What follows belongs to an exercise in optimizing a design on an open flow for small area; a production flow would make more cautious choices. Only simulation tests tie the RTL to the original design; equivalence was not proved.

Design clmul_top, start of the top module:
module clmul_top (
    input  wire         clk,
    input  wire [63:0]  a,
    input  wire [63:0]  b,
    output wire [127:0] p
);
Size: roughly 3900 cells after synthesis, about 260 I/O pins, roughly 31000 um2 of cells after synthesis.
clock: 5.0 ns
lec_check: 0
cap_margin: 20
core_margin: 2
core_utilization: 60
cts_buf_list: sky130_fd_sc_hd__clkbuf_4
cts_cluster_diameter: 70
cts_cluster_size: 10
gpl_timing_driven: 0
place_density: 0.8
setup_slack_margin: 0.4
slew_margin: 20
standard.sh (not shown) runs the stock make flow with config.mk's settings and CLKGATE_MAP_FILE= SYNTH_SCRIPT=/design/flow/synth_recipe.tcl, a recipe that flattens the netlist after the stock synthesis.
==> flow/flow/run.sh <==
#!/bin/bash
# Own flow: the standard synthesis script, except that the gates are mapped
# one to one onto sky130 cells (no ABC restructuring), inverters folded into
# XOR/XNOR gates, every gate at drive strength 1; then the standard layout
# with the ports buffered by buf_1 cells and no CTS dummy loads. Each tool's output goes to its own
# log here.
set -euo pipefail
W=$PWD
R=$W/orfs/results/$FLOW_PLATFORM/clmul_top/base
{ cat flow/synth_pre.tcl; sed '1s/-noshare /-noshare -noabc /' synth_recipe.tcl; } > my_synth.tcl
grep -q -- '-noshare -noabc' my_synth.tcl
sed "s#SYNTH_SCRIPT=[^ ]*#SYNTH_SCRIPT=$W/my_synth.tcl#" standard.sh > my_standard.sh
grep -q "SYNTH_SCRIPT=$W/my_synth.tcl" my_standard.sh
export FLOW_GATES_MAP=$W/flow/gates_map.v
bash my_standard.sh "$R/1_2_yosys.v" > synth.log 2>&1
python3 flow/absorb_inv.py "$R/1_2_yosys.v" "$W/absorbed.v" > absorb.log 2>&1
cp "$W/absorbed.v" "$R/1_2_yosys.v"
export BUFFER_PORTS_ARGS="-buffer_cell sky130_fd_sc_hd__buf_1"
# CTS as ORFS runs it with the settings in config.mk, but without the dummy
# load cells that CTS adds to even out the leaf capacitances.
export CTS_ARGS="-sink_clustering_enable -repair_clock_nets -sink_clustering_size 10 -sink_clustering_max_diameter 70 -buf_list sky130_fd_sc_hd__clkbuf_4 -dont_use_dummy_load"
bash my_standard.sh > layout.log 2>&1
Other scripts of this flow, unchanged in this note and not shown: flow/flow/absorb_inv.py, flow/flow/gates_map.v, flow/flow/synth_pre.tcl
==> next run, changes <==
==> flow/flow/run.sh (replaced) <==
#!/bin/bash
set -euo pipefail
W=$PWD
R=$W/orfs/results/$FLOW_PLATFORM/clmul_top/base
{ cat flow/synth_pre.tcl; sed '1s/-noshare /-noshare -noabc /' synth_recipe.tcl; } > my_synth.tcl
grep -q -- '-noshare -noabc' my_synth.tcl
sed "s#SYNTH_SCRIPT=[^ ]*#SYNTH_SCRIPT=$W/my_synth.tcl#" standard.sh > my_standard.sh
grep -q "SYNTH_SCRIPT=$W/my_synth.tcl" my_standard.sh
export FLOW_GATES_MAP=$W/flow/gates_map.v
bash my_standard.sh "$R/1_2_yosys.v" > synth.log 2>&1
python3 flow/absorb_inv.py "$R/1_2_yosys.v" "$W/absorbed.v" > absorb.log 2>&1
python3 flow/skew_clk.py "$W/absorbed.v" "$W/skewed.v" sky130_fd_sc_hd__clkbuf_2 > skew.log 2>&1
cp "$W/skewed.v" "$R/1_2_yosys.v"
export BUFFER_PORTS_ARGS="-buffer_cell sky130_fd_sc_hd__buf_1"
export CTS_ARGS="-sink_clustering_enable -repair_clock_nets -sink_clustering_size 8 -sink_clustering_max_diameter 70 -buf_list {sky130_fd_sc_hd__clkbuf_4 sky130_fd_sc_hd__clkbuf_8} -sink_buffer_max_cap_derate 0.2 -root_buf sky130_fd_sc_hd__clkbuf_16 -no_insertion_delay -dont_use_dummy_load"
bash my_standard.sh > layout.log 2>&1
==> flow/flow/skew_clk.py (new file) <==
#!/usr/bin/env python3
"""Clock the product registers (p_q) through one delay cell, so their clock
arrives a little after the operand registers' (a_q, b_q): useful skew for the
register-to-register paths through the multiplier. The paths from the inputs
and to the outputs are not helped by it (the output paths lose the skew).
Usage: skew_clk.py IN.v OUT.v CELL"""
import re, sys
src = open(sys.argv[1]).read()
cell = sys.argv[3]
pat = re.compile(r'(sky130_fd_sc_hd__dfxtp_\d+ \\p_q\[\d+\]\$_DFF_P_ \(\s*\.CLK\()clk(\))')
src, n = pat.subn(r'\1clk_skew\2', src)
assert n > 0
src, m = re.subn(r'^(\s*wire clk;\n)', r'\1  wire clk_skew;\n', src, count=1, flags=re.M)
assert m == 1
inst = '  %s clk_skew_dly (\n    .A(clk),\n    .X(clk_skew)\n  );\nendmodule' % cell
i = src.rindex('endmodule')
src = src[:i] + inst + src[i + len('endmodule'):]
open(sys.argv[2], 'w').write(src)
print('moved %d registers to the skewed clock through %s' % (n, cell))
SETUP_SLACK_MARGIN = 0.3   (was 0.4)
Effect: Via count rises by 0.36%. Synthesized cell count is about the same. Setup slack improves by 0.20 ns. Cell area shrinks by 1.6%.
==> next run, changes <==
--- a/flow/flow/run.sh
+++ b/flow/flow/run.sh
@@ -15 +15 @@
-export CTS_ARGS="-sink_clustering_enable -repair_clock_nets -sink_clustering_size 8 -sink_clustering_max_diameter 70 -buf_list {sky130_fd_sc_hd__clkbuf_4 sky130_fd_sc_hd__clkbuf_8} -sink_buffer_max_cap_derate 0.2 -root_buf sky130_fd_sc_hd__clkbuf_16 -no_insertion_delay -dont_use_dummy_load"
+export CTS_ARGS="-sink_clustering_enable -repair_clock_nets -sink_clustering_size 8 -sink_clustering_max_diameter 70 -buf_list sky130_fd_sc_hd__clkbuf_8 -root_buf sky130_fd_sc_hd__clkbuf_16 -no_insertion_delay -dont_use_dummy_load"
Effect: The changed run went through all stages and came out clean; final area does not change; count of clock-buffer cells in the layout is unchanged; core utilization is unchanged; setup slack does not change; non-clock buffer count is unchanged; routed wire length is unchanged; die area does not change.

* * *

== exp/juniper ==
Starting RTL as in the previous note.
==> flow/config.mk <==
export PLATFORM = sky130hd
export DESIGN_NAME = clmul_top
export DESIGN_NICKNAME = clmul_top
export VERILOG_FILES = /design/flow/design.v
export SDC_FILE = /design/flow/constraint.sdc
export NUM_CORES = 4
export LEC_CHECK = 0
export CAP_MARGIN = 20
export CORE_MARGIN = 2
export CORE_UTILIZATION = 60
export CTS_BUF_LIST = sky130_fd_sc_hd__clkbuf_4
export CTS_CLUSTER_DIAMETER = 70
export CTS_CLUSTER_SIZE = 10
export GPL_TIMING_DRIVEN = 0
export PLACE_DENSITY = 0.8
export SETUP_SLACK_MARGIN = 0.3
export SLEW_MARGIN = 20
==> flow/constraint.sdc <==
create_clock -name core_clock -period 5.0 [get_ports {clk}]
set_input_delay 1.0000 -clock core_clock [delete_from_list [all_inputs] [get_ports {clk}]]
set_output_delay 1.0000 -clock core_clock [all_outputs]
set_load 0.01 [all_outputs]
==> flow/flow/run.sh <==
#!/bin/bash
# Own flow: the standard synthesis script, except that the gates are mapped
# one to one onto sky130 cells (no ABC restructuring), inverters folded into
# XOR/XNOR gates, every gate at drive strength 1; then the standard layout
# with the ports buffered by buf_1 cells. Each tool's output goes to its own
# log here.
set -euo pipefail
W=$PWD
R=$W/orfs/results/$FLOW_PLATFORM/clmul_top/base
{ cat flow/synth_pre.tcl; sed '1s/-noshare /-noshare -noabc /' synth_recipe.tcl; } > my_synth.tcl
grep -q -- '-noshare -noabc' my_synth.tcl
sed "s#SYNTH_SCRIPT=[^ ]*#SYNTH_SCRIPT=$W/my_synth.tcl#" standard.sh > my_standard.sh
grep -q "SYNTH_SCRIPT=$W/my_synth.tcl" my_standard.sh
export FLOW_GATES_MAP=$W/flow/gates_map.v
bash my_standard.sh "$R/1_2_yosys.v" > synth.log 2>&1
python3 flow/absorb_inv.py "$R/1_2_yosys.v" "$W/absorbed.v" > absorb.log 2>&1
cp "$W/absorbed.v" "$R/1_2_yosys.v"
export BUFFER_PORTS_ARGS="-buffer_cell sky130_fd_sc_hd__buf_1"
bash my_standard.sh > layout.log 2>&1
Other scripts of this flow, unchanged in this note and not shown: flow/flow/absorb_inv.py, flow/flow/gates_map.v, flow/flow/synth_pre.tcl
### exp/juniper -> exp/nickel
Settings: a change of SETUP_SLACK_MARGIN from 0.3 to 0.4.
## What came out
| delay of the slowest cell on the worst path | exp/nickel vs exp/juniper | 40 ps lower |. Of exp/nickel and exp/juniper, it is exp/nickel that has the higher wire length of the first global-routing pass.
What exp/zinc does differently from exp/nickel at the input level:
Settings: SETUP_SLACK_MARGIN changed from 0.4 to 0.2.
--- a/flow/flow/run.sh
+++ b/flow/flow/run.sh
@@ -5 +5 @@
-# with the ports buffered by buf_1 cells. Each tool's output goes to its own
+# with the ports buffered by buf_1 cells and no CTS dummy loads. Each tool's output goes to its own
@@ -18,0 +19,3 @@
+# CTS as ORFS runs it with the settings in config.mk, but without the dummy
+# load cells that CTS adds to even out the leaf capacitances.
+export CTS_ARGS="-sink_clustering_enable -repair_clock_nets -sink_clustering_size 10 -sink_clustering_max_diameter 70 -buf_list sky130_fd_sc_hd__clkbuf_4 -dont_use_dummy_load"
Results
exp/zinc: PASS, flow complete, no timing, DRC or antenna violations. Summary of exp/zinc over exp/nickel: clock skew now sits higher, count of placed standard cells in the final layout, fillers left out now sits at about the same level, global-route usage over all layers now sits lower, tap cell instance count now sits at about the same level.

-- re-timing with driven ports --
The flow's constraints put no driver on any port. The routed layouts listed below were extracted and timed again, unchanged, in two steps. Step 1: set_driving_cell puts a clkbuf_16 on clk and a buf_2 on each other input, an assumption about the parent block. Step 2, shift: input delay + t, output delay - t, t = (earliest + latest rising clock arrival at the registers) / 2. This alone moves slack from input paths to output paths. a / b / c = no drivers / after step 1 / after step 2; a / b = the first two.
run | t, ns | setup WS [ns] | clock arrival spread, ns | slew at the worst register clock pin (ns)
the first run of note 1 | 0.832 | 0.354 / 0.354 / 0.354 | 0.116 / 0.115 | 0.11 / 0.11
the second run of note 1 | 0.801 | 0.555 / 0.555 / 0.555 | 0.783 / 0.782 | 0.12 / 0.12
the third run of note 1 | 0.801 | 0.555 / 0.555 / 0.555 | 0.783 / 0.782 | 0.12 / 0.12
exp/juniper | 0.864 | 0.266 / 0.266 / 0.266 | 0.078 / 0.078 | 0.11 / 0.11
exp/nickel | 0.851 | 0.350 / 0.350 / 0.350 | 0.069 / 0.069 | 0.12 / 0.12
exp/zinc | 0.839 | 0.086 / 0.086 / 0.086 | 0.123 / 0.123 | 0.12 / 0.12
Clock arrivals are far apart in the second run of note 1 and the third run of note 1, so t is only a midpoint there and step 2 fits no single register.
